From an optimization exercise on the open Yosys and OpenROAD flow, aimed at small area; shortcuts taken in it are not production practice.
Where RTL was checked, it was by simulation tests only, not by an equivalence proof against the original.
The flow treats the clock pin as an ideal source. Dropping or thinning the clock tree relies on that and would not hold on a real chip.
Power figures rest on the tool's default switching activity, not on a simulated workload.

== alpha ==
## bopit
module bopit(clk, rst, btnR, btnD, btnL, btnU, btnS, sw, seg, an, led, speaker);
export LEC_CHECK = 0
export CAP_MARGIN = 20
export CORE_MARGIN = 2
export CORE_UTILIZATION = 40
export SLEW_MARGIN = 20
create_clock -name core_clock -period 10.0 [get_ports {clk}]
standard.sh (not shown) runs the stock make flow with config.mk's settings and CLKGATE_MAP_FILE= SYNTH_SCRIPT=/design/flow/synth_recipe.tcl, a recipe that flattens the netlist after the stock synthesis.
==> flow/flow/run.sh <==
#!/bin/bash
# The standard layout (standard.sh) with these changes:
#  - synthesis is synth_recipe.tcl unchanged except that the abc pass uses
#    flow/abc_deep.script (area-oriented) instead of ORFS's speed script, and
#    adders are left to abc instead of being mapped to half/full adder cells
#  - port buffers are buf_1 instead of clkdlybuf4s50_1
#  - clock tree synthesis adds no dummy loads; the tree has
#    with a clkbuf_8 root and clkbuf_4 leaves
# Every tool's output is in standard.log and under orfs/logs/.
set -euo pipefail
W=$PWD
export OWN_ABC_SCRIPT=$W/flow/abc_deep.script
sed "s|^source \$::env(SCRIPTS_DIR)/synth.tcl|source $W/flow/abc_hook.tcl\nsource \$::env(SCRIPTS_DIR)/synth.tcl|" synth_recipe.tcl > own_synth.tcl
grep -q abc_hook own_synth.tcl
sed "s|/synth_recipe.tcl|/own_synth.tcl|; s|CLKGATE_MAP_FILE= |CLKGATE_MAP_FILE= ADDER_MAP_FILE= |" standard.sh > own_standard.sh
grep -q "ADDER_MAP_FILE= " own_standard.sh
grep -q own_synth.tcl own_standard.sh
export BUFFER_PORTS_ARGS="-buffer_cell sky130_fd_sc_hd__buf_1"
export CTS_ARGS="-sink_clustering_enable -repair_clock_nets -dont_use_dummy_load -root_buf sky130_fd_sc_hd__clkbuf_8 -buf_list sky130_fd_sc_hd__clkbuf_4"
bash own_standard.sh > standard.log 2>&1
==> flow/flow/abc_deep.script <==
strash
&get -n
&st
&deepsyn -T 40
&dch -f
&nf -R 1000
&put
mfs3 -a
topo
==> flow/flow/abc_hook.tcl <==
# Run Yosys's abc pass with this flow's area-oriented ABC script in place of
# the one ORFS picks; every other argument (liberty, dont_use, constraints)
# stays as ORFS gives it. Only combinational logic goes through abc.
proc abc {args} {
  set i [lsearch -exact $args -script]
  if { $i >= 0 } {
    lset args [expr { $i + 1 }] $::env(OWN_ABC_SCRIPT)
  }
  yosys abc {*}$args
}
[inputs] beta vs alpha
--- a/flow/flow/run.sh
+++ b/flow/flow/run.sh
@@ -17,4 +17,4 @@
 grep -q own_synth.tcl own_standard.sh
 export BUFFER_PORTS_ARGS="-buffer_cell sky130_fd_sc_hd__buf_1"
-export CTS_ARGS="-sink_clustering_enable -repair_clock_nets -dont_use_dummy_load -root_buf sky130_fd_sc_hd__clkbuf_8 -buf_list sky130_fd_sc_hd__clkbuf_4"
+export CTS_ARGS="-sink_clustering_enable -repair_clock_nets -dont_use_dummy_load -root_buf sky130_fd_sc_hd__clkbuf_8 -tree_buf sky130_fd_sc_hd__clkbuf_4 -buf_list sky130_fd_sc_hd__clkbuf_4"
 bash own_standard.sh > standard.log 2>&1
--- outcome ---
- ~same die area in alpha and beta
- On final design instance area without fill, alpha and beta are neck and neck.
- beta -> alpha: final wirelength delta 0, exact match
- Re first-pass GRT wire length: no difference whatsoever between alpha and beta.
- Simple-gate portion of the synthesized area essentially unchanged between beta and alpha.
No run of this note included a check of the RTL's function; only the layout flow was run.

---

Another version of the RTL of bopit (not shown whole).
Size: about 310 cells after synthesis, ~70 flip-flops, roughly 36 I/O pins, roughly 2800 µm² of cells after synthesis.
clock: 10.0 ns
lec_check: 0
cap_margin: 20
core_margin: 2
core_utilization: 40
slew_margin: 20
==> flow/flow/run.sh <==
#!/bin/bash
# The standard layout (standard.sh) with these changes:
#  - synthesis is synth_recipe.tcl unchanged except that the abc pass uses
#    flow/abc_deep.script (area-oriented) instead of ORFS's speed script,
#    run with six random seeds keeping the smallest result (abc_hook.tcl), and
#    adders are left to abc instead of being mapped to half/full adder cells
#  - port buffers are buf_1 instead of clkdlybuf4s50_1
#  - clock tree synthesis adds no dummy loads and uses only clkbuf_8; after
#    it, flow/reclk.tcl replaces that tree with 3 clkbuf_16 driven by the
#    clock port, one per third of the registers (see reclk.tcl)
# Every tool's output is in standard.log, reclk.log, standard_finish.log and
# under orfs/logs/.
set -euo pipefail
W=$PWD
export OWN_ABC_SCRIPT=$W/flow/abc_deep.script
export OWN_ABC_SEEDS="1 2 3 4 5 6"
mkdir -p $W/abc
export OWN_ABC_DIR=$W/abc
sed "s|^source \$::env(SCRIPTS_DIR)/synth.tcl|source $W/flow/abc_hook.tcl\nsource \$::env(SCRIPTS_DIR)/synth.tcl|" synth_recipe.tcl > own_synth.tcl
grep -q abc_hook own_synth.tcl
sed "s|/synth_recipe.tcl|/own_synth.tcl|; s|CLKGATE_MAP_FILE= |CLKGATE_MAP_FILE= ADDER_MAP_FILE= |" standard.sh > own_standard.sh
grep -q "ADDER_MAP_FILE= " own_standard.sh
grep -q own_synth.tcl own_standard.sh
export BUFFER_PORTS_ARGS="-buffer_cell sky130_fd_sc_hd__buf_1"
export CTS_ARGS="-sink_clustering_enable -repair_clock_nets -dont_use_dummy_load -root_buf sky130_fd_sc_hd__clkbuf_8 -buf_list sky130_fd_sc_hd__clkbuf_8"
bash own_standard.sh cts > standard.log 2>&1
R=orfs/results/$FLOW_PLATFORM/bopit/base
cat > reclk_run.tcl <<EOT
read_liberty $FLOW_HOME/platforms/$FLOW_PLATFORM/lib/sky130_fd_sc_hd__tt_025C_1v80.lib
read_db $R/4_1_cts.odb
read_sdc $R/4_cts.sdc
source $W/flow/reclk.tcl
write_db $R/4_1_cts.odb
EOT
RECLK_NB=3 RECLK_BUF=sky130_fd_sc_hd__clkbuf_16 RECLK_PORT=clk openroad -no_init -exit reclk_run.tcl > reclk.log 2>&1
grep -q "reclk: " reclk.log
bash own_standard.sh finish > standard_finish.log 2>&1
==> flow/flow/reclk.tcl <==
# Replace the clock tree that CTS built (an H-tree of 9 clkbuf_8) with a
# single level: the clock port drives RECLK_NB clkbuf_16 buffers, each
# driving the registers of one vertical strip of the core. The strips hold
# equal numbers of registers and each buffer sits at its registers' centroid,
# so every register's clock passes through exactly one equal buffer.
source $::env(FLOW_HOME)/platforms/$::env(FLOW_PLATFORM)/setRC.tcl
set nb $::env(RECLK_NB)
set block [ord::get_db_block]
set master [[ord::get_db] findMaster $::env(RECLK_BUF)]
set clk_net [$block findNet $::env(RECLK_PORT)]

set old_nets {}
foreach inst [$block getInsts] {
  if { [string match "sky130_fd_sc_hd__clkbuf_*" [[$inst getMaster] getName]] } {
    set x [[$inst findITerm X] getNet]
    if { $x != "NULL" } { lappend old_nets $x }
    foreach it [$inst getITerms] { $it disconnect }
    odb::dbInst_destroy $inst
  }
}
set sinks {}
foreach inst [$block getInsts] {
  set it [$inst findITerm CLK]
  if { $it != "NULL" } {
    lassign [$inst getLocation] x y
    lappend sinks [list $x $y $it]
  }
}
set sinks [lsort -integer -index 0 $sinks]
set n [llength $sinks]
puts "reclk: $n register clock pins, $nb buffers"
for { set g 0 } { $g < $nb } { incr g } {
  set grp [lrange $sinks [expr { $g * $n / $nb }] [expr { ($g + 1) * $n / $nb - 1 }]]
  set sx 0
  set sy 0
  foreach s $grp {
    incr sx [lindex $s 0]
    incr sy [lindex $s 1]
  }
  set b [odb::dbInst_create $block $master "clkbuf_own_$g"]
  $b setLocation [expr { $sx / [llength $grp] }] [expr { $sy / [llength $grp] }]
  $b setPlacementStatus PLACED
  set net [odb::dbNet_create $block "clknet_own_$g"]
  $net setSigType CLOCK
  [$b findITerm A] connect $clk_net
  [$b findITerm X] connect $net
  foreach s $grp {
    set it [lindex $s 2]
    $it disconnect
    $it connect $net
  }
}
foreach net $old_nets {
  if { [llength [$net getITerms]] == 0 && [llength [$net getBTerms]] == 0 } { odb::dbNet_destroy $net }
}
detailed_placement
check_placement
estimate_parasitics -placement
set_propagated_clock [all_clocks]
report_clock_skew
report_worst_slack -max
report_worst_slack -min
report_check_types -max_slew -max_capacitance -violators
Other scripts of this flow, unchanged in this note and not shown: flow/flow/abc_deep.script, flow/flow/abc_hook.tcl
==> next run, changes <==
--- a/flow/flow/run.sh
+++ b/flow/flow/run.sh
@@ -3,10 +3,10 @@
 #  - synthesis is synth_recipe.tcl unchanged except that the abc pass uses
 #    flow/abc_deep.script (area-oriented) instead of ORFS's speed script,
-#    run with six random seeds keeping the smallest result (abc_hook.tcl), and
+#    run with twelve random seeds keeping the smallest result (abc_hook.tcl), and
 #    adders are left to abc instead of being mapped to half/full adder cells
 #  - port buffers are buf_1 instead of clkdlybuf4s50_1
 #  - clock tree synthesis adds no dummy loads and uses only clkbuf_8; after
-#    it, flow/reclk.tcl replaces that tree with 3 clkbuf_16 driven by the
-#    clock port, one per third of the registers (see reclk.tcl)
+#    it, flow/reclk.tcl replaces that tree with 4 clkbuf_8 driven by the
+#    clock port, one per quarter of the registers (see reclk.tcl)
 # Every tool's output is in standard.log, reclk.log, standard_finish.log and
 # under orfs/logs/.
@@ -14,5 +14,5 @@
 W=$PWD
 export OWN_ABC_SCRIPT=$W/flow/abc_deep.script
-export OWN_ABC_SEEDS="1 2 3 4 5 6"
+export OWN_ABC_SEEDS="1 2 3 4 5 6 7 8 9 10 11 12"
 mkdir -p $W/abc
 export OWN_ABC_DIR=$W/abc
@@ -33,5 +33,5 @@
 write_db $R/4_1_cts.odb
 EOT
-RECLK_NB=3 RECLK_BUF=sky130_fd_sc_hd__clkbuf_16 RECLK_PORT=clk openroad -no_init -exit reclk_run.tcl > reclk.log 2>&1
+RECLK_NB=4 RECLK_BUF=sky130_fd_sc_hd__clkbuf_8 RECLK_PORT=clk openroad -no_init -exit reclk_run.tcl > reclk.log 2>&1
 grep -q "reclk: " reclk.log
 bash own_standard.sh finish > standard_finish.log 2>&1
--- a/flow/flow/reclk.tcl
+++ b/flow/flow/reclk.tcl
@@ -1,4 +1,4 @@
 # Replace the clock tree that CTS built (an H-tree of 9 clkbuf_8) with a
-# single level: the clock port drives RECLK_NB clkbuf_16 buffers, each
+# single level: the clock port drives RECLK_NB buffers (RECLK_BUF), each
 # driving the registers of one vertical strip of the core. The strips hold
 # equal numbers of registers and each buffer sits at its registers' centroid,
Cell area fell by 0.63%.
Combinational power hardly moves.
Worst hold slack gets worse by 4.7 ps.
Wire length increases by about 0.44%.
Worst setup slack got worse by 17 ps.
First-iteration DRC count grows by about 8%.
Power went down by about 3.5%.
Die area does not change.
Register-to-register slack is better by 20 ps.
Sequential share of layout area rose by 0.28 points.
Critical path depth does not change.
In every run of this note, the design's own scripts or RTL, not TritonCTS, make the clock network.

[what the ideal ports hide]
In the flow no input, the clock included, has a driving cell. The finished layouts below were timed again as built, in two steps. Step 1 (the two cells are an assumption about what drives the block):
set clk [get_ports {clk}]
set_driving_cell -lib_cell sky130_fd_sc_hd__clkbuf_16 $clk
set_driving_cell -lib_cell sky130_fd_sc_hd__buf_2 [delete_from_list [all_inputs] $clk]
Step 2 also shifts input and output timing later by t, the mid clock arrival at the registers, as if the neighbouring blocks saw the same clock. a / b / c = ideal / step 1 / step 2; a / b = the first two.
run	t, ns	setup slack, ns	worst setup path at the end	latest minus earliest clock arrival (ns)
alpha	0.362	6.032 / 6.005 / 6.052	input to register	0.021 / 0.020
beta	0.362	6.032 / 6.005 / 6.052	input to register	0.021 / 0.020
the first run of note 2	0.209	6.389 / 6.331 / 6.219	input to register	0.010 / 0.011
the second run of note 2	0.212	6.373 / 6.319 / 6.221	input to register	0.011 / 0.011
After both steps every run listed still meets setup and hold. For the first run of note 2, which loses most, drivers alone change the setup slack by -0.058 ns; drivers and shift together by -0.170 ns.
